Context: an optimization exercise on an open-source flow, tuned for small area. The choices shown serve that exercise and are no tape-out recipe.
The RTL was checked by simulation tests, not by an equivalence proof against the original design.
Power figures rest on the tool's default switching activity, not on a simulated workload.

==> flow/design.v <==
`timescale 1ns/1ps
module jtcps1_gfx_mappers(
    input  [5:0] game,
    input  [2:0] size,
    input  [15:6] code,
    input  [15:0] bank_offset,
    input  [15:0] bank_mask,
    output [3:0] offset,
    output [3:0] mask,
    output unmapped
);
wire new_n61;
wire new_n62;
wire new_n63;
wire new_n64;
wire new_n65;
wire new_n66;
wire new_n67;
wire new_n68;
wire new_n69;
wire new_n70;
wire new_n71;
wire new_n72;
wire new_n73;
wire new_n74;
wire new_n75;
wire new_n76;
wire new_n77;
wire new_n78;
wire new_n79;
wire new_n80;
wire new_n81;
wire new_n82;
wire new_n83;
wire new_n84;
wire new_n85;
wire new_n86;
wire new_n87;
wire new_n88;
wire new_n89;
wire new_n90;
wire new_n91;
wire new_n92;
wire new_n93;
wire new_n94;
wire new_n95;
wire new_n96;
wire new_n97;
wire new_n98;
wire new_n99;
wire new_n100;
wire new_n101;
wire new_n102;
wire new_n103;
wire new_n104;
wire new_n105;
wire new_n106;
wire new_n107;
wire new_n108;
wire new_n109;
wire new_n110;
wire new_n111;
wire new_n112;
wire new_n113;
wire new_n114;
wire new_n115;
wire new_n116;
wire new_n117;
wire new_n118;
wire new_n119;
wire new_n120;
wire new_n121;
wire new_n122;
wire new_n123;
wire new_n124;
wire new_n125;
wire new_n126;
wire new_n127;
wire new_n128;
wire new_n129;
wire new_n130;
wire new_n131;
wire new_n132;
wire new_n133;
wire new_n134;
wire new_n135;
wire new_n136;
wire new_n137;
wire new_n138;
wire new_n139;
wire new_n140;
wire new_n141;
wire new_n142;
wire new_n143;
wire new_n144;
wire new_n145;
wire new_n146;
wire new_n147;
wire new_n148;
wire new_n149;
wire new_n150;
wire new_n151;
wire new_n152;
wire new_n153;
wire new_n154;
wire new_n155;
wire new_n156;
wire new_n157;
wire new_n158;
wire new_n159;
wire new_n160;
wire new_n161;
wire new_n162;
wire new_n163;
wire new_n164;
wire new_n165;
wire new_n166;
wire new_n167;
wire new_n168;
wire new_n169;
wire new_n170;
wire new_n171;
wire new_n172;
wire new_n173;
wire new_n174;
wire new_n175;
wire new_n176;
wire new_n177;
wire new_n178;
wire new_n179;
wire new_n180;
wire new_n181;
wire new_n182;
wire new_n183;
wire new_n184;
wire new_n185;
wire new_n186;
wire new_n187;
wire new_n188;
wire new_n189;
wire new_n190;
wire new_n191;
wire new_n192;
wire new_n193;
wire new_n194;
wire new_n195;
wire new_n196;
wire new_n197;
wire new_n198;
wire new_n199;
wire new_n200;
wire new_n201;
wire new_n202;
wire new_n203;
wire new_n204;
wire new_n205;
wire new_n206;
wire new_n207;
wire new_n208;
wire new_n209;
wire new_n210;
wire new_n211;
wire new_n212;
wire new_n213;
wire new_n214;
wire new_n215;
wire new_n216;
wire new_n217;
wire new_n218;
wire new_n219;
wire new_n220;
wire new_n221;
wire new_n222;
wire new_n223;
wire new_n224;
wire new_n225;
wire new_n226;
wire new_n227;
wire new_n228;
wire new_n229;
wire new_n230;
wire new_n231;
wire new_n232;
wire new_n233;
wire new_n234;
wire new_n235;
wire new_n236;
wire new_n237;
wire new_n238;
wire new_n239;
wire new_n240;
wire new_n241;
wire new_n242;
wire new_n243;
wire new_n244;
wire new_n245;
wire new_n246;
wire new_n247;
wire new_n248;
wire new_n249;
wire new_n250;
wire new_n251;
wire new_n252;
wire new_n253;
wire new_n254;
wire new_n255;
wire new_n256;
wire new_n257;
wire new_n258;
wire new_n259;
wire new_n260;
wire new_n261;
wire new_n262;
wire new_n263;
wire new_n264;
wire new_n265;
wire new_n266;
wire new_n267;
wire new_n268;
wire new_n269;
wire new_n270;
wire new_n271;
wire new_n272;
wire new_n273;
wire new_n274;
wire new_n275;
wire new_n276;
wire new_n277;
wire new_n278;
wire new_n279;
wire new_n280;
wire new_n281;
wire new_n282;
wire new_n283;
wire new_n284;
wire new_n285;
wire new_n286;
wire new_n287;
wire new_n288;
wire new_n289;
wire new_n290;
wire new_n291;
wire new_n292;
wire new_n293;
wire new_n294;
wire new_n295;
wire new_n296;
wire new_n297;
wire new_n298;
wire new_n299;
wire new_n300;
wire new_n301;
wire new_n302;
wire new_n303;
wire new_n304;
wire new_n305;
wire new_n306;
wire new_n307;
wire new_n308;
wire new_n309;
wire new_n310;
wire new_n311;
wire new_n312;
wire new_n313;
wire new_n314;
wire new_n315;
wire new_n316;
wire new_n317;
wire new_n318;
wire new_n319;
wire new_n320;
wire new_n321;
wire new_n322;
wire new_n323;
wire new_n324;
wire new_n325;
wire new_n326;
wire new_n327;
wire new_n328;
wire new_n329;
wire new_n330;
wire new_n331;
wire new_n332;
wire new_n333;
wire new_n334;
wire new_n335;
wire new_n336;
wire new_n337;
wire new_n338;
wire new_n339;
wire new_n340;
wire new_n341;
wire new_n342;
wire new_n343;
wire new_n344;
wire new_n345;
wire new_n346;
wire new_n347;
wire new_n348;
wire new_n349;
wire new_n350;
wire new_n351;
wire new_n352;
wire new_n353;
wire new_n354;
wire new_n355;
wire new_n356;
wire new_n357;
wire new_n358;
wire new_n359;
wire new_n360;
wire new_n361;
wire new_n362;
wire new_n363;
wire new_n364;
wire new_n365;
wire new_n366;
wire new_n367;
wire new_n368;
wire new_n369;
wire new_n370;
wire new_n371;
wire new_n372;
wire new_n373;
wire new_n374;
wire new_n375;
wire new_n376;
wire new_n377;
wire new_n378;
wire new_n379;
wire new_n380;
wire new_n381;
wire new_n382;
wire new_n383;
wire new_n384;
wire new_n385;
wire new_n386;
wire new_n387;
wire new_n388;
wire new_n389;
wire new_n390;
wire new_n391;
wire new_n392;
wire new_n393;
wire new_n394;
wire new_n395;
wire new_n396;
wire new_n397;
wire new_n398;
wire new_n399;
wire new_n400;
wire new_n401;
wire new_n402;
wire new_n403;
wire new_n404;
wire new_n405;
wire new_n406;
wire new_n407;
wire new_n408;
wire new_n409;
wire new_n410;
wire new_n411;
wire new_n412;
wire new_n413;
wire new_n414;
wire new_n415;
wire new_n416;
wire new_n417;
wire new_n418;
wire new_n419;
wire new_n420;
wire new_n421;
wire new_n422;
wire new_n423;
wire new_n424;
wire new_n425;
wire new_n426;
wire new_n427;
wire new_n428;
wire new_n429;
wire new_n430;
wire new_n431;
wire new_n432;
wire new_n433;
wire new_n434;
wire new_n435;
wire new_n436;
wire new_n437;
wire new_n438;
wire new_n439;
wire new_n440;
wire new_n441;
wire new_n443;
wire new_n444;
wire new_n445;
wire new_n446;
wire new_n447;
wire new_n448;
wire new_n450;
wire new_n451;
wire new_n452;
wire new_n453;
wire new_n454;
wire new_n455;
wire new_n457;
wire new_n458;
wire new_n459;
wire new_n460;
wire new_n461;
wire new_n462;
wire new_n464;
wire new_n465;
wire new_n466;
wire new_n467;
wire new_n468;
wire new_n469;
wire new_n470;
wire new_n471;
wire new_n472;
wire new_n474;
wire new_n475;
wire new_n476;
wire new_n477;
wire new_n478;
wire new_n479;
wire new_n480;
wire new_n482;
wire new_n483;
wire new_n484;
wire new_n485;
wire new_n486;
wire new_n487;
wire new_n488;
wire new_n490;
wire new_n491;
wire new_n492;
wire new_n493;
wire new_n494;
wire new_n495;
wire new_n496;
assign new_n61 = game[0] & ~game[3] ;
assign new_n62 = game[2] & game[4] ;
assign new_n63 = ~size[0] & ~size[2] ;
assign new_n64 = ~code[14] & ~code[15] ;
assign new_n65 = code[12] & code[13] ;
assign new_n66 = new_n64 & ~new_n65;
assign new_n67 = new_n63 & ~new_n66;
assign new_n68 = ~code[12] & ~code[13] ;
assign new_n69 = size[0] & code[14] ;
assign new_n70 = ~code[15] & new_n69;
assign new_n71 = new_n68 & new_n70;
assign new_n72 = size[2] & ~code[15] ;
assign new_n73 = ~code[14] & new_n72;
assign new_n74 = new_n68 & new_n73;
assign new_n75 = code[11] & new_n74;
assign new_n76 = ~new_n71 & ~new_n75;
assign new_n77 = code[10] & code[11] ;
assign new_n78 = ~code[10] & ~code[11] ;
assign new_n79 = ~new_n77 & ~new_n78;
assign new_n80 = ~new_n76 & new_n79;
assign new_n81 = ~new_n67 & ~new_n80;
assign new_n82 = ~code[11] & new_n68;
assign new_n83 = ~new_n63 & ~new_n73;
assign new_n84 = ~new_n82 & ~new_n83;
assign new_n85 = new_n81 & new_n84;
assign new_n86 = new_n62 & new_n85;
assign new_n87 = new_n61 & ~new_n86;
assign new_n88 = code[11] & code[12] ;
assign new_n89 = code[13] & new_n69;
assign new_n90 = new_n88 & new_n89;
assign new_n91 = ~code[13] & new_n64;
assign new_n92 = new_n63 & new_n91;
assign new_n93 = size[0] & code[15] ;
assign new_n94 = ~game[0] & game[3] ;
assign new_n95 = ~new_n93 & new_n94;
assign new_n96 = ~new_n92 & new_n95;
assign new_n97 = ~new_n90 & new_n96;
assign new_n98 = new_n63 & ~new_n91;
assign new_n99 = new_n64 & ~new_n88;
assign new_n100 = new_n98 & new_n99;
assign new_n101 = code[9] & new_n77;
assign new_n102 = ~code[8] & new_n101;
assign new_n103 = new_n74 & new_n102;
assign new_n104 = ~new_n100 & ~new_n103;
assign new_n105 = new_n97 & new_n104;
assign new_n106 = ~code[12] & code[13] ;
assign new_n107 = code[12] & ~code[13] ;
assign new_n108 = ~new_n78 & new_n107;
assign new_n109 = ~new_n106 & ~new_n108;
assign new_n110 = new_n70 & ~new_n109;
assign new_n111 = new_n68 & ~new_n101;
assign new_n112 = new_n73 & ~new_n111;
assign new_n113 = game[3] & ~new_n112;
assign new_n114 = ~new_n110 & new_n113;
assign new_n115 = new_n62 & ~new_n114;
assign new_n116 = game[0] & new_n115;
assign new_n117 = ~game[3] & ~game[5] ;
assign new_n118 = game[2] & new_n117;
assign new_n119 = game[2] & ~game[4] ;
assign new_n120 = game[0] & new_n119;
assign new_n121 = ~new_n118 & ~new_n120;
assign new_n122 = new_n63 & ~new_n121;
assign new_n123 = ~game[2] & game[4] ;
assign new_n124 = size[0] & new_n64;
assign new_n125 = new_n68 & new_n124;
assign new_n126 = ~code[11] & ~code[12] ;
assign new_n127 = new_n63 & ~new_n126;
assign new_n128 = ~new_n125 & ~new_n127;
assign new_n129 = game[0] & code[11] ;
assign new_n130 = ~code[12] & new_n129;
assign new_n131 = ~new_n128 & ~new_n130;
assign new_n132 = ~code[8] & ~code[9] ;
assign new_n133 = game[3] & new_n78;
assign new_n134 = ~new_n132 & new_n133;
assign new_n135 = new_n74 & new_n134;
assign new_n136 = ~new_n94 & ~new_n98;
assign new_n137 = ~new_n135 & new_n136;
assign new_n138 = ~new_n131 & new_n137;
assign new_n139 = new_n123 & ~new_n138;
assign new_n140 = ~new_n122 & ~new_n139;
assign new_n141 = ~new_n116 & new_n140;
assign new_n142 = ~new_n105 & ~new_n141;
assign new_n143 = ~new_n87 & new_n142;
assign new_n144 = ~game[1] & ~new_n143;
assign new_n145 = new_n100 & ~new_n126;
assign new_n146 = ~new_n71 & ~new_n145;
assign new_n147 = code[10] & new_n63;
assign new_n148 = new_n146 & ~new_n147;
assign new_n149 = new_n85 & ~new_n92;
assign new_n150 = ~code[11] & ~new_n147;
assign new_n151 = ~new_n149 & ~new_n150;
assign new_n152 = ~new_n148 & ~new_n151;
assign new_n153 = ~code[11] & new_n74;
assign new_n154 = code[10] & new_n153;
assign new_n155 = ~new_n67 & ~new_n154;
assign new_n156 = ~new_n152 & new_n155;
assign new_n157 = game[3] & game[5] ;
assign new_n158 = ~new_n156 & new_n157;
assign new_n159 = new_n77 & ~new_n132;
assign new_n160 = new_n68 & ~new_n159;
assign new_n161 = new_n73 & ~new_n160;
assign new_n162 = ~game[2] & ~new_n92;
assign new_n163 = ~new_n161 & new_n162;
assign new_n164 = ~new_n152 & new_n163;
assign new_n165 = code[7] & code[8] ;
assign new_n166 = ~code[9] & ~code[10] ;
assign new_n167 = new_n75 & new_n166;
assign new_n168 = ~new_n165 & ~new_n167;
assign new_n169 = code[9] & code[10] ;
assign new_n170 = new_n153 & new_n169;
assign new_n171 = new_n165 & ~new_n170;
assign new_n172 = ~new_n168 & ~new_n171;
assign new_n173 = game[2] & ~new_n81;
assign new_n174 = ~new_n172 & new_n173;
assign new_n175 = game[3] & ~new_n174;
assign new_n176 = ~code[12] & new_n70;
assign new_n177 = ~new_n89 & ~new_n93;
assign new_n178 = ~new_n176 & ~new_n177;
assign new_n179 = game[2] & ~game[3] ;
assign new_n180 = ~new_n100 & new_n179;
assign new_n181 = ~new_n178 & new_n180;
assign new_n182 = ~new_n170 & new_n181;
assign new_n183 = ~game[0] & game[4] ;
assign new_n184 = ~new_n182 & new_n183;
assign new_n185 = ~new_n175 & new_n184;
assign new_n186 = ~new_n164 & new_n185;
assign new_n187 = ~new_n124 & ~new_n153;
assign new_n188 = ~new_n117 & ~new_n187;
assign new_n189 = ~new_n92 & ~new_n170;
assign new_n190 = ~new_n188 & new_n189;
assign new_n191 = ~game[2] & ~game[4] ;
assign new_n192 = new_n117 & new_n191;
assign new_n193 = ~new_n88 & new_n192;
assign new_n194 = game[2] & game[5] ;
assign new_n195 = game[0] & new_n194;
assign new_n196 = game[3] & ~game[5] ;
assign new_n197 = ~game[2] & new_n196;
assign new_n198 = ~game[0] & new_n197;
assign new_n199 = ~new_n195 & ~new_n198;
assign new_n200 = ~new_n193 & new_n199;
assign new_n201 = ~new_n190 & ~new_n200;
assign new_n202 = new_n153 & ~new_n166;
assign new_n203 = ~new_n125 & ~new_n202;
assign new_n204 = new_n194 & ~new_n203;
assign new_n205 = game[1] & ~new_n204;
assign new_n206 = ~new_n201 & new_n205;
assign new_n207 = ~new_n186 & new_n206;
assign new_n208 = ~new_n158 & new_n207;
assign new_n209 = ~new_n144 & ~new_n208;
assign new_n210 = new_n77 & new_n98;
assign new_n211 = ~code[11] & new_n107;
assign new_n212 = new_n70 & new_n211;
assign new_n213 = game[1] & ~new_n67;
assign new_n214 = ~new_n212 & new_n213;
assign new_n215 = ~new_n210 & new_n214;
assign new_n216 = ~new_n167 & new_n215;
assign new_n217 = new_n192 & ~new_n216;
assign new_n218 = ~game[1] & ~new_n149;
assign new_n219 = new_n217 & ~new_n218;
assign new_n220 = game[0] & new_n219;
assign new_n221 = ~size[0] & ~new_n64;
assign new_n222 = game[5] & ~new_n221;
assign new_n223 = code[13] & new_n124;
assign new_n224 = ~game[3] & code[12] ;
assign new_n225 = game[3] & ~code[12] ;
assign new_n226 = ~new_n224 & ~new_n225;
assign new_n227 = new_n223 & ~new_n226;
assign new_n228 = ~new_n222 & ~new_n227;
assign new_n229 = new_n98 & ~new_n217;
assign new_n230 = new_n228 & ~new_n229;
assign new_n231 = ~game[0] & ~game[1] ;
assign new_n232 = new_n191 & new_n231;
assign new_n233 = ~new_n217 & ~new_n232;
assign new_n234 = ~new_n230 & ~new_n233;
assign new_n235 = ~game[0] & new_n98;
assign new_n236 = ~game[3] & new_n235;
assign new_n237 = ~game[3] & ~game[4] ;
assign new_n238 = ~new_n73 & ~new_n178;
assign new_n239 = game[0] & ~new_n153;
assign new_n240 = ~new_n238 & new_n239;
assign new_n241 = ~new_n112 & ~new_n167;
assign new_n242 = new_n240 & new_n241;
assign new_n243 = game[0] & game[1] ;
assign new_n244 = new_n191 & ~new_n243;
assign new_n245 = ~new_n242 & new_n244;
assign new_n246 = ~new_n237 & ~new_n245;
assign new_n247 = ~new_n236 & ~new_n246;
assign new_n248 = game[5] & ~new_n247;
assign new_n249 = game[0] & ~game[1] ;
assign new_n250 = ~game[3] & new_n123;
assign new_n251 = new_n249 & new_n250;
assign new_n252 = game[1] & ~game[4] ;
assign new_n253 = ~game[0] & new_n252;
assign new_n254 = new_n118 & new_n253;
assign new_n255 = ~new_n251 & ~new_n254;
assign new_n256 = ~game[2] & ~new_n146;
assign new_n257 = ~new_n100 & new_n228;
assign new_n258 = game[2] & ~new_n257;
assign new_n259 = ~new_n112 & ~new_n258;
assign new_n260 = ~new_n256 & new_n259;
assign new_n261 = ~new_n255 & ~new_n260;
assign new_n262 = new_n123 & new_n243;
assign new_n263 = ~new_n77 & new_n125;
assign new_n264 = new_n126 & ~new_n169;
assign new_n265 = new_n92 & ~new_n264;
assign new_n266 = ~new_n263 & ~new_n265;
assign new_n267 = new_n88 & new_n169;
assign new_n268 = ~new_n266 & ~new_n267;
assign new_n269 = ~new_n172 & ~new_n268;
assign new_n270 = new_n262 & ~new_n269;
assign new_n271 = size[2] & new_n221;
assign new_n272 = game[3] & size[0] ;
assign new_n273 = new_n252 & ~new_n272;
assign new_n274 = game[2] & ~new_n273;
assign new_n275 = ~new_n198 & ~new_n274;
assign new_n276 = ~game[5] & ~new_n125;
assign new_n277 = new_n61 & ~new_n276;
assign new_n278 = ~new_n252 & ~new_n277;
assign new_n279 = ~new_n275 & ~new_n278;
assign new_n280 = new_n196 & new_n262;
assign new_n281 = new_n191 & new_n196;
assign new_n282 = new_n249 & new_n281;
assign new_n283 = new_n223 & new_n282;
assign new_n284 = ~new_n280 & ~new_n283;
assign new_n285 = ~new_n279 & new_n284;
assign new_n286 = ~new_n271 & ~new_n285;
assign new_n287 = ~new_n270 & ~new_n286;
assign new_n288 = ~new_n261 & new_n287;
assign new_n289 = ~new_n248 & new_n288;
assign new_n290 = ~new_n234 & new_n289;
assign new_n291 = ~new_n220 & new_n290;
assign new_n292 = ~new_n209 & new_n291;
assign new_n293 = new_n201 & ~new_n240;
assign new_n294 = ~game[4] & ~new_n271;
assign new_n295 = ~new_n293 & new_n294;
assign new_n296 = new_n73 & new_n107;
assign new_n297 = code[11] & new_n296;
assign new_n298 = code[9] & new_n297;
assign new_n299 = new_n165 & new_n298;
assign new_n300 = code[10] & new_n297;
assign new_n301 = code[14] & ~code[15] ;
assign new_n302 = new_n63 & new_n301;
assign new_n303 = ~new_n65 & new_n302;
assign new_n304 = code[13] & new_n101;
assign new_n305 = new_n303 & ~new_n304;
assign new_n306 = ~new_n300 & ~new_n305;
assign new_n307 = ~new_n299 & new_n306;
assign new_n308 = ~game[5] & ~new_n307;
assign new_n309 = ~new_n295 & ~new_n308;
assign new_n310 = code[8] & new_n298;
assign new_n311 = ~new_n88 & new_n93;
assign new_n312 = ~size[0] & ~code[15] ;
assign new_n313 = ~new_n126 & new_n312;
assign new_n314 = ~new_n311 & ~new_n313;
assign new_n315 = ~code[13] & code[14] ;
assign new_n316 = ~new_n314 & new_n315;
assign new_n317 = ~new_n300 & ~new_n316;
assign new_n318 = ~new_n310 & new_n317;
assign new_n319 = new_n197 & ~new_n318;
assign new_n320 = ~new_n179 & ~new_n319;
assign new_n321 = ~new_n309 & ~new_n320;
assign new_n322 = new_n243 & ~new_n321;
assign new_n323 = game[5] & new_n191;
assign new_n324 = ~game[3] & new_n323;
assign new_n325 = game[1] & new_n324;
assign new_n326 = ~new_n238 & new_n325;
assign new_n327 = game[1] & ~new_n211;
assign new_n328 = new_n73 & new_n281;
assign new_n329 = ~new_n327 & new_n328;
assign new_n330 = ~game[0] & ~new_n329;
assign new_n331 = ~new_n326 & new_n330;
assign new_n332 = ~new_n219 & new_n331;
assign new_n333 = ~code[14] & new_n93;
assign new_n334 = ~code[13] & new_n333;
assign new_n335 = ~new_n298 & ~new_n334;
assign new_n336 = game[3] & ~new_n335;
assign new_n337 = game[3] & code[11] ;
assign new_n338 = code[13] & new_n337;
assign new_n339 = new_n303 & ~new_n338;
assign new_n340 = ~new_n300 & ~new_n339;
assign new_n341 = ~new_n336 & new_n340;
assign new_n342 = ~game[5] & new_n119;
assign new_n343 = ~new_n341 & new_n342;
assign new_n344 = new_n63 & ~new_n109;
assign new_n345 = ~new_n153 & ~new_n344;
assign new_n346 = game[4] & ~new_n345;
assign new_n347 = ~new_n98 & ~new_n346;
assign new_n348 = game[2] & new_n196;
assign new_n349 = game[4] & new_n348;
assign new_n350 = ~new_n324 & ~new_n349;
assign new_n351 = ~new_n281 & new_n350;
assign new_n352 = ~new_n347 & ~new_n351;
assign new_n353 = new_n249 & ~new_n352;
assign new_n354 = ~new_n343 & new_n353;
assign new_n355 = ~new_n332 & ~new_n354;
assign new_n356 = ~new_n322 & new_n355;
assign new_n357 = new_n249 & new_n323;
assign new_n358 = new_n92 & new_n357;
assign new_n359 = ~game[5] & new_n231;
assign new_n360 = new_n115 & new_n359;
assign new_n361 = ~new_n358 & ~new_n360;
assign new_n362 = code[13] & new_n333;
assign new_n363 = new_n68 & new_n302;
assign new_n364 = ~game[3] & ~new_n363;
assign new_n365 = ~new_n362 & new_n364;
assign new_n366 = ~new_n297 & new_n365;
assign new_n367 = ~new_n361 & ~new_n366;
assign new_n368 = new_n194 & new_n237;
assign new_n369 = ~game[0] & ~new_n98;
assign new_n370 = new_n368 & ~new_n369;
assign new_n371 = new_n117 & new_n231;
assign new_n372 = new_n119 & new_n371;
assign new_n373 = ~new_n280 & ~new_n372;
assign new_n374 = ~new_n370 & new_n373;
assign new_n375 = ~new_n93 & ~new_n302;
assign new_n376 = ~new_n296 & new_n375;
assign new_n377 = ~new_n374 & ~new_n376;
assign new_n378 = ~new_n349 & ~new_n368;
assign new_n379 = new_n231 & ~new_n378;
assign new_n380 = ~game[3] & new_n357;
assign new_n381 = ~new_n379 & ~new_n380;
assign new_n382 = ~new_n177 & new_n179;
assign new_n383 = ~new_n381 & new_n382;
assign new_n384 = code[8] & new_n169;
assign new_n385 = new_n73 & new_n384;
assign new_n386 = ~new_n302 & ~new_n385;
assign new_n387 = ~game[5] & new_n107;
assign new_n388 = new_n79 & new_n387;
assign new_n389 = new_n262 & new_n388;
assign new_n390 = ~new_n386 & new_n389;
assign new_n391 = new_n123 & new_n371;
assign new_n392 = new_n302 & new_n391;
assign new_n393 = new_n252 & new_n348;
assign new_n394 = ~new_n83 & new_n393;
assign new_n395 = ~new_n392 & ~new_n394;
assign new_n396 = ~new_n390 & new_n395;
assign new_n397 = ~new_n383 & new_n396;
assign new_n398 = ~new_n377 & new_n397;
assign new_n399 = ~new_n367 & new_n398;
assign new_n400 = ~new_n356 & new_n399;
assign new_n401 = new_n107 & new_n124;
assign new_n402 = ~new_n154 & ~new_n401;
assign new_n403 = new_n347 & new_n402;
assign new_n404 = game[4] & ~new_n92;
assign new_n405 = new_n231 & new_n348;
assign new_n406 = ~new_n404 & new_n405;
assign new_n407 = ~new_n403 & new_n406;
assign new_n408 = new_n82 & ~new_n381;
assign new_n409 = code[13] & new_n280;
assign new_n410 = ~new_n282 & ~new_n409;
assign new_n411 = ~new_n408 & new_n410;
assign new_n412 = new_n73 & ~new_n411;
assign new_n413 = code[15] & new_n63;
assign new_n414 = code[13] & new_n72;
assign new_n415 = new_n159 & new_n414;
assign new_n416 = ~new_n413 & ~new_n415;
assign new_n417 = new_n65 & ~new_n78;
assign new_n418 = ~code[14] & ~new_n417;
assign new_n419 = new_n391 & new_n418;
assign new_n420 = ~new_n416 & new_n419;
assign new_n421 = new_n146 & new_n155;
assign new_n422 = new_n243 & ~new_n350;
assign new_n423 = ~new_n421 & new_n422;
assign new_n424 = ~new_n420 & ~new_n423;
assign new_n425 = ~new_n412 & new_n424;
assign new_n426 = ~new_n407 & new_n425;
assign new_n427 = ~new_n235 & ~new_n240;
assign new_n428 = ~new_n381 & ~new_n427;
assign new_n429 = new_n280 & new_n413;
assign new_n430 = ~new_n428 & ~new_n429;
assign new_n431 = new_n426 & new_n430;
assign new_n432 = new_n400 & new_n431;
assign new_n433 = ~new_n292 & new_n432;
assign new_n434 = bank_offset[0] & new_n433;
assign new_n435 = bank_offset[12] & new_n428;
assign new_n436 = ~new_n434 & ~new_n435;
assign new_n437 = new_n292 & ~new_n426;
assign new_n438 = bank_offset[8] & new_n437;
assign new_n439 = new_n292 & ~new_n400;
assign new_n440 = bank_offset[4] & new_n439;
assign new_n441 = ~new_n438 & ~new_n440;
assign offset[0] = ~new_n436 | ~new_n441;
assign new_n443 = bank_offset[5] & new_n439;
assign new_n444 = bank_offset[13] & new_n428;
assign new_n445 = ~new_n443 & ~new_n444;
assign new_n446 = bank_offset[1] & new_n433;
assign new_n447 = bank_offset[9] & new_n437;
assign new_n448 = ~new_n446 & ~new_n447;
assign offset[1] = ~new_n445 | ~new_n448;
assign new_n450 = bank_offset[2] & new_n433;
assign new_n451 = bank_offset[14] & new_n428;
assign new_n452 = ~new_n450 & ~new_n451;
assign new_n453 = bank_offset[6] & new_n439;
assign new_n454 = bank_offset[10] & new_n437;
assign new_n455 = ~new_n453 & ~new_n454;
assign offset[2] = ~new_n452 | ~new_n455;
assign new_n457 = bank_offset[7] & new_n439;
assign new_n458 = bank_offset[15] & new_n428;
assign new_n459 = ~new_n457 & ~new_n458;
assign new_n460 = bank_offset[3] & new_n433;
assign new_n461 = bank_offset[11] & new_n437;
assign new_n462 = ~new_n460 & ~new_n461;
assign offset[3] = ~new_n459 | ~new_n462;
assign new_n464 = ~new_n428 & ~new_n437;
assign new_n465 = ~new_n439 & new_n464;
assign new_n466 = ~bank_mask[0] & new_n433;
assign new_n467 = new_n465 & ~new_n466;
assign new_n468 = bank_mask[4] & new_n439;
assign new_n469 = bank_mask[8] & new_n437;
assign new_n470 = bank_mask[12] & new_n428;
assign new_n471 = ~new_n469 & ~new_n470;
assign new_n472 = ~new_n468 & new_n471;
assign mask[0] = new_n467 | ~new_n472;
assign new_n474 = ~bank_mask[1] & new_n433;
assign new_n475 = new_n465 & ~new_n474;
assign new_n476 = bank_mask[5] & new_n439;
assign new_n477 = bank_mask[13] & new_n428;
assign new_n478 = bank_mask[9] & new_n437;
assign new_n479 = ~new_n477 & ~new_n478;
assign new_n480 = ~new_n476 & new_n479;
assign mask[1] = new_n475 | ~new_n480;
assign new_n482 = ~bank_mask[2] & new_n433;
assign new_n483 = new_n465 & ~new_n482;
assign new_n484 = bank_mask[6] & new_n439;
assign new_n485 = bank_mask[10] & new_n437;
assign new_n486 = bank_mask[14] & new_n428;
assign new_n487 = ~new_n485 & ~new_n486;
assign new_n488 = ~new_n484 & new_n487;
assign mask[2] = new_n483 | ~new_n488;
assign new_n490 = ~bank_mask[3] & new_n433;
assign new_n491 = new_n465 & ~new_n490;
assign new_n492 = bank_mask[7] & new_n439;
assign new_n493 = bank_mask[15] & new_n428;
assign new_n494 = bank_mask[11] & new_n437;
assign new_n495 = ~new_n493 & ~new_n494;
assign new_n496 = ~new_n492 & new_n495;
assign mask[3] = new_n491 | ~new_n496;
assign unmapped = new_n292 & new_n432;
endmodule
`timescale 1ns/1ps
module jtcps1_tilemap(
    input              rst,
    input              clk,
    input              flip,
    input      [ 8:0]  vrender,  
    input      [ 2:0]  size,     
    input      [15:0]  hpos,
    input      [15:0]  vpos,
    input              start,
    input              stop,
    output reg         done,
    input      [ 5:0]  game,
    input      [15:0]  bank_offset,
    input      [15:0]  bank_mask,
    output reg [ 7:0]  tile_addr,
    input      [15:0]  tile_data,
    output reg [19:0]  rom_addr,     
    output reg         rom_half,     
    input      [31:0]  rom_data,
    output reg         rom_cs,
    input              rom_ok,
    output reg [ 8:0]  buf_addr,
    output reg [10:0]  buf_data,
    output reg         buf_wr
);
localparam [5:0] IDLE = 6'd0,
                 S1   = 6'd1,   
                 S2   = 6'd2,   
                 S3   = 6'd3,   
                 SW0  = 6'd4,   
                 SW1  = 6'd5,   
                 S4   = 6'd6,   
                 S5   = 6'd7,   
                 W0   = 6'd8,   
                 W1   = 6'd9,   
                 W2   = 6'd10,  
                 W3   = 6'd11,  
                 WE   = 6'd12;  
reg [ 5:0] st;
reg [15:0] code;
reg [31:0] pxl_data;
reg  [1:0] group;
reg        vflip;
reg        hflip;
reg  [4:0] pal;
wire       pixel = st[5];
wire [2:0] pcnt  = st[2:0];
wire [1:0] blk   = st[4:3];
wire [3:0] offset, mask;
wire       unmapped;
jtcps1_gfx_mappers u_mapper(
    .game       ( game            ),
    .size       ( size            ),
    .code       ( code[15:6]      ),
    .bank_offset( bank_offset     ),
    .bank_mask  ( bank_mask       ),
    .offset     ( offset          ),
    .mask       ( mask            ),
    .unmapped   ( unmapped        )
);
wire [4:0] vn = vpos[4:0] + (vrender[4:0] ^ {5{flip}});
wire [4:0] vf = vn ^ {5{vflip}};
reg [19:0] rom_pre_addr, rom_offset_addr;
always @(*) begin
    rom_pre_addr = ( {20{size[0]}} & { 1'b0, code, vf[2:0] } ) |
                   ( {20{size[1]}} & { code, vf[3:0] } ) |
                   ( {20{size[2]}} & { code[13:0], vf, hflip } );
    rom_offset_addr = { offset | (mask & rom_pre_addr[19:16]), rom_pre_addr[15:0] };
end
wire [2:0] pidx = pcnt ^ {3{~hflip}};
wire [3:0] colour = { pxl_data[{2'd3,pidx}], pxl_data[{2'd2,pidx}],
                      pxl_data[{2'd1,pidx}], pxl_data[{2'd0,pidx}] };
wire [8:0] buf0 = ( {9{size[0]}} & { 6'b000110, ~hpos[2:0] } ) |
                  ( {9{size[1]}} & { 5'b00010,  ~hpos[3:0] } ) |
                  ( {9{size[2]}} & { 4'b0000,   ~hpos[4:0] } );
wire [7:0] tile0 = ( {8{size[1]}} & { 1'b1, hpos[9:4], 1'b0 } ) |
                   ( {8{size[2]}} & 8'd226 );
wire finish = stop || buf_addr == 9'd447;
wire np     = ~st[5];
wire lo     = np & ~st[3] & ~st[2];    
wire s_idle = lo & ~st[1] & ~st[0];
wire s_1    = lo & ~st[1] &  st[0];
wire s_2    = lo &  st[1] & ~st[0];
wire s_3    = lo &  st[1] &  st[0];
wire s_4    = np & ~st[3] & st[2] & st[1] & ~st[0];
wire s_w    = np &  st[3] & ~st[2];    
wire s_w0   = s_w & ~st[1] & ~st[0];
wire s_w1   = s_w & ~st[1] &  st[0];
wire s_w2   = s_w &  st[1] & ~st[0];
wire s_w3   = s_w &  st[1] &  st[0];
wire s_we   = np &  st[3] &  st[2];
always @(posedge clk) begin
    if( !rst ) begin
        if( s_idle ) tile_addr <= tile0;
        if( s_1    ) tile_addr[0] <= 1'b1;
        if( s_4    ) tile_addr <= { tile_addr[7:1] + 7'd1, 1'b0 };
    end
end
always @(posedge clk) begin
    if( s_2 ) code <= tile_data;
    if( s_3 ) begin
        hflip   <= tile_data[5];
        group   <= tile_data[8:7];
        vflip   <= tile_data[6];
        pal     <= tile_data[4:0];
    end
    if( np ) pxl_data <= rom_data;
end
wire w_end = (s_w1 & size[0]) | (s_w2 & size[1]);
always @(posedge clk or posedge rst) begin
    if(rst) begin
        rom_cs          <= 1'b0;
        done            <= 1'b0;
        st              <= IDLE;
        rom_addr        <= 20'd0;
        rom_half        <= 1'b0;
        buf_addr        <= 9'd0;
        buf_wr          <= 1'b0;
        buf_data        <= 11'd0;
    end else begin
        done   <= finish;
        buf_wr <= !finish && (pixel || s_w3);
        if( finish ) begin
            st <= IDLE;
        end else if( pixel ) begin
            st <= pcnt==3'd7 ? { 3'b001, {1'b0,blk} + 3'd1 } : { st[5:3], pcnt + 3'd1 };
        end else if( s_idle ) begin
            if( start ) st <= S1;
        end else if( s_w ) begin
            if( w_end ) st <= S1;
            else if( rom_ok ) st <= { 1'b1, st[1:0], 3'b000 };
        end else if( s_we ) begin
            st <= S1;
        end else begin
            st <= st + 6'd1;  
        end
        if( finish )
            buf_addr <= 9'd0;
        else if( pixel )
            buf_addr <= buf_addr + 9'd1;
        else if( s_idle )
            buf_addr <= buf0;
        if( pixel ) buf_data <= { group, pal, unmapped ? 4'hf : colour };
        if( s_idle | s_we | (s_w1 & size[1] & rom_ok) ) rom_cs <= 1'b0;
        if( s_4 ) rom_cs <= 1'b1;
        if( s_4 ) begin
            rom_half <= hflip;
            rom_addr <= rom_offset_addr;
        end
        if( rom_ok && ( (s_w0 & ~size[0]) | ((s_w1 | s_w2) & size[2]) | s_w3 ) )
            rom_half <= ~rom_half;
        if( rom_ok && s_w1 && size[2] )
            rom_addr[0] <= ~rom_addr[0];
    end
end
endmodule
==> flow/flow/run.sh <==
#!/bin/bash
# Own layout flow: the standard ORFS flow (standard.sh, unchanged synthesis)
# with smaller port buffers, synthesis buffers removed before placement and a
# clock tree without dummy loads.
set -euo pipefail
export BUFFER_PORTS_ARGS="-buffer_cell sky130_fd_sc_hd__buf_1"
export REMOVE_ABC_BUFFERS=1
export CTS_ARGS="-sink_clustering_enable -repair_clock_nets -dont_use_dummy_load -buf_list sky130_fd_sc_hd__clkbuf_8"
bash standard.sh > flow_make.log 2>&1
==> flow/standard.sh <==
#!/bin/bash
# synth_recipe.tcl (not shown) runs the flow's synth.tcl, then flattens the netlist and writes it again
# the make line also repeats each setting of config.mk as NAME=value (left out here)
make -C /OpenROAD-flow-scripts/flow DESIGN_CONFIG=/design/flow/config.mk WORK_HOME=/design/flow/orfs CLKGATE_MAP_FILE= SYNTH_SCRIPT=/design/flow/synth_recipe.tcl "${@:-finish}"
==> flow/config.mk <==
export PLATFORM = sky130hd
export DESIGN_NAME = jtcps1_tilemap
export DESIGN_NICKNAME = jtcps1_tilemap
export VERILOG_FILES = /design/flow/design.v
export SDC_FILE = /design/flow/constraint.sdc
export NUM_CORES = 4
export LEC_CHECK = 0
export CAP_MARGIN = 20
export CORE_MARGIN = 2
export CORE_UTILIZATION = 40
export GPL_TIMING_DRIVEN = 0
export SLEW_MARGIN = 20
==> flow/constraint.sdc <==
create_clock -name core_clock -period 10.0 [get_ports {clk}]
set_input_delay 2.0000 -clock core_clock [delete_from_list [all_inputs] [get_ports {clk}]]
set_output_delay 2.0000 -clock core_clock [all_outputs]
set_load 0.01 [all_outputs]
==> run summary <==
-- cell type report --
type                    instances  area [µm²]
multi-input cells             565        3910
inverters                      23        90.1
clock buffers                  17         234
well taps                     229         287
flip-flops and latches        115        3200
repair buffers                170         692
diodes                          1        2.50
fillers                      1771        9730
-- metrics by stage --
stage               hold WS (ns)  std cells
floorplan                  0.454        703
global placement           0.456       1098
detailed placement         0.464       1102
CTS                        0.474       1119
global route               0.492       1119
finish                     0.471       1120
-- cells by family after synthesis --
family	count (synthesis)
multiplexers	22
adder cells (fa/ha/maj)	13
XOR/XNOR	32
flip-flops	115
buffers and inverters	87
AND/OR/NAND/NOR	263
AO/OA/AOI/OAI	235
-- worst max-delay path, stage by stage --
cell and delay, ns:
buf_2 0.32, nor2_1 0.77, a32oi_1 0.18, a311o_1 0.37, a211oi_2 0.31, o311ai_2 0.21
a32o_2 0.37, a41oi_1 0.65, a21oi_1 0.13
-- state kept, by name (all words and copies together), names as in the netlist --
signal,flops
vflip,1
rom_addr,20
buf_wr,1
code,16
st,6
tile_addr,8
group,2
hflip,1
pxl_data,32
pal,5
buf_data,11
rom_cs,1
done,1
buf_addr,9
rom_half,1
-- per-layer routing --
| metal | track usage [%] | up-vias | share of wire [%] |
|---|---|---|---|
| li1 | - | 3199 | - |
| met1 | 29.6 | 3165 | 43 |
| met2 | 34.6 | 323 | 46 |
| met3 | 7.07 | 34 | 9.2 |
| met4 | 7.68 | 0 | 2.0 |
| met5 | 0 | - | 0 |
-- worst max path at each step --
stage,cells after the start,slack [ns],to
global placement,10,3.47,rom_addr[19]
detailed placement,9,4.59,buf_data[3]
global route,9,4.77,buf_data[1]
CTS,9,5.05,buf_data[1]
finish,9,4.92,buf_data[1]
floorplan,9,5.78,rom_addr[16]
-- layout by cell type, fill, tap and decap left out, drive strengths merged, types with 5 or more instances in the layout --
cell type  instances
a211oi            15
o211ai            11
or2                7
nor4               5
clkbuf            18
nand4             10
o21ai             45
o2111ai           10
a222oi            15
a31oi             10
nand2b             6
a32oi              5
mux2               9
nand3             32
nand2             47
and2               5
nor3b              6
nor2b             13
xnor2             14
and3              13
mux2i              5
nor2              75
ha                12
dfrtp             50
a311oi             6
xor2              18
nor3              21
edfxtp            65
a221oi             7
buf              169
mux4               8
a21oi             45
o31ai              9
a22oi              6
inv               22
-- power by group --
part	switching [mW]	internal, mW
logic	0.112	0.0753
registers	0.0203	0.527
clock network	0.155	0.148
==> results.tsv <==
metric	value	unit
outcome	timing/DRC/antenna clean	
Worst Hold End	buf_data[7]	
Initial Util	41.2	%
compound-cell area share of the yosys netlist	23.1	%
H-tree Lvls	4	
Final Instance Area	8420	µm²
final worst-path cycle share	50.8	%
Post-Syn Area	7470	µm²
crit start category	primary input	
DR vias/cell	6.00	
CTS tree	built	
synth-to-layout area growth	12.7	%
Detailed Place HPWL	16.0	mm
# clock sinks	115	
CTS Buffer Depth	2	
Rows	49	
chip width	141	µm
die area	19800	µm²
Critical Path AT	5.34	ns
share of flip-flops with an asynchronous set or reset after synthesis	43.5	%
fmax	197	MHz
first-pass GRT wire length	34.7	mm
Yosys warning count	1	
Synth area leaders	edfxtp_1 26%, dfrtp_1 17%, nor2_1 3.7%	
Hold Buf Count CTS	0	
syn avg cell area	9.74	µm²
Core Util, Final	46.4	%
EDFF count, synth	65	
RSZ-0062 raised after global routing	no	
final count of negative-setup-slack endpoints	0	
top-area cell type share of the netlist area	26.1	%
reg-to-reg startpoint	code[11]	
Leak	3.01	nW
Cell Area, Placed	8180	µm²
initial antenna violation count	0	
GRT overflow	0	
final setup margin	4.92	ns
root buf cell	clkbuf_8	
IO Port Bufs	166	
Design Power	1.04	mW
RePlAce Congestion	0.983	
simple-gate share of the synthesized area	18.5	%
Max IR drop VDD	0.107	mV
R2R cell count	9	
Detailed Route WL	22.0	mm
antenna violation net count after detailed routing	0	
WHS Path Cells	1	
P per Cell Area	123	nW/µm²
Final Max Slew Viols	0	
Crit Path Max Fanout	36	
I/O Pins	188	
worst setup path start	size[0]	
Synth Area in XOR/XNOR	3.75	%
Synth Flop Type	edfxtp_1	
Crit Path Class	primary input to flip-flop	
Final nets	1041	
core area	18100	µm²
Routed WL per cell	19.7	µm
largest net degree at the start of global routing	51	
Chip Height	141	µm
proportion of layout cells with a drive suffix above 1	8.99	%
post-CTS sizing	0	
CTS buffer count	17	
mux cell area share after synthesis	4.44	%
Reg clk slew, reported paths	0.05	ns
Post-CTS Setup Inserts	0	
Yosys cell types	94	
HP Class	flip-flop to flip-flop	
Setup TNS	0	ns
Least-Margin Pin Slew	1.13	ns
Starting DRT DRC Count	594	
Final Hold Vio Count	0	
Clock Latency Late Sink	0.44	ns
synthesized instance count	767	
largest area contributor in the netlist	edfxtp_1	
fraction of the yosys area taken by sequential cells	42.9	%
max-cap viol count	0	
Hold Crit Start	pal[3]	
DRC viols	0	
fin crit period	5.08	ns
Initial DRT Pass Iterations	5	
vias	6721	
Reg2Reg Capture Point	buf_data[1]	
number of global-route vias before repair	6361	
Setup WS pre-CTS	4.59	ns
Setup Skew	0.0256	ns
Total Routing Usage GR	22.3	%
Rel. slew slack	24.8	%
post-synthesis adder-cell area fraction	2.28	%
register bit total from synthesis	115	
synth cell count leaders	74 x nor2_1, 65 x edfxtp_1, 50 x dfrtp_1, 45 x nand2_1, 44 x a21oi_1	
most frequent cell after synthesis	nor2_1	
worst reg-to-reg setup slack	6.11	ns
Critical Path RT	10.26	ns
largest family of logic cells by synthesized area	compound AO/OA/AOI/OAI gates	
Worst Setup End Kind	flip-flop	

## what the ideal ports hide
No port has a modelled driver above. Below, the same layout with a new extraction and two added sets of constraints. Step 1 (the two cells are an assumption about what drives the block):
set clk [get_ports {clk}]
set_driving_cell -lib_cell sky130_fd_sc_hd__clkbuf_16 $clk
set_driving_cell -lib_cell sky130_fd_sc_hd__buf_2 [delete_from_list [all_inputs] $clk]
Step 2 times the ports against the registers' clock, not the clock port: input delays grow and output delays shrink by t, the midpoint of the rising clock arrivals with the driver on. a / b / c = ideal ports / drivers / drivers and shift; a / b = the first two.
shift t [ns]: 0.459
slack for setup (ns): 4.925 / 4.941 / 4.482
clock arrival spread, ns: 0.029 / 0.029
After both steps this run still meets setup and hold. The setup slack of this run moves by +0.016 ns with the drivers and by -0.443 ns with both steps.
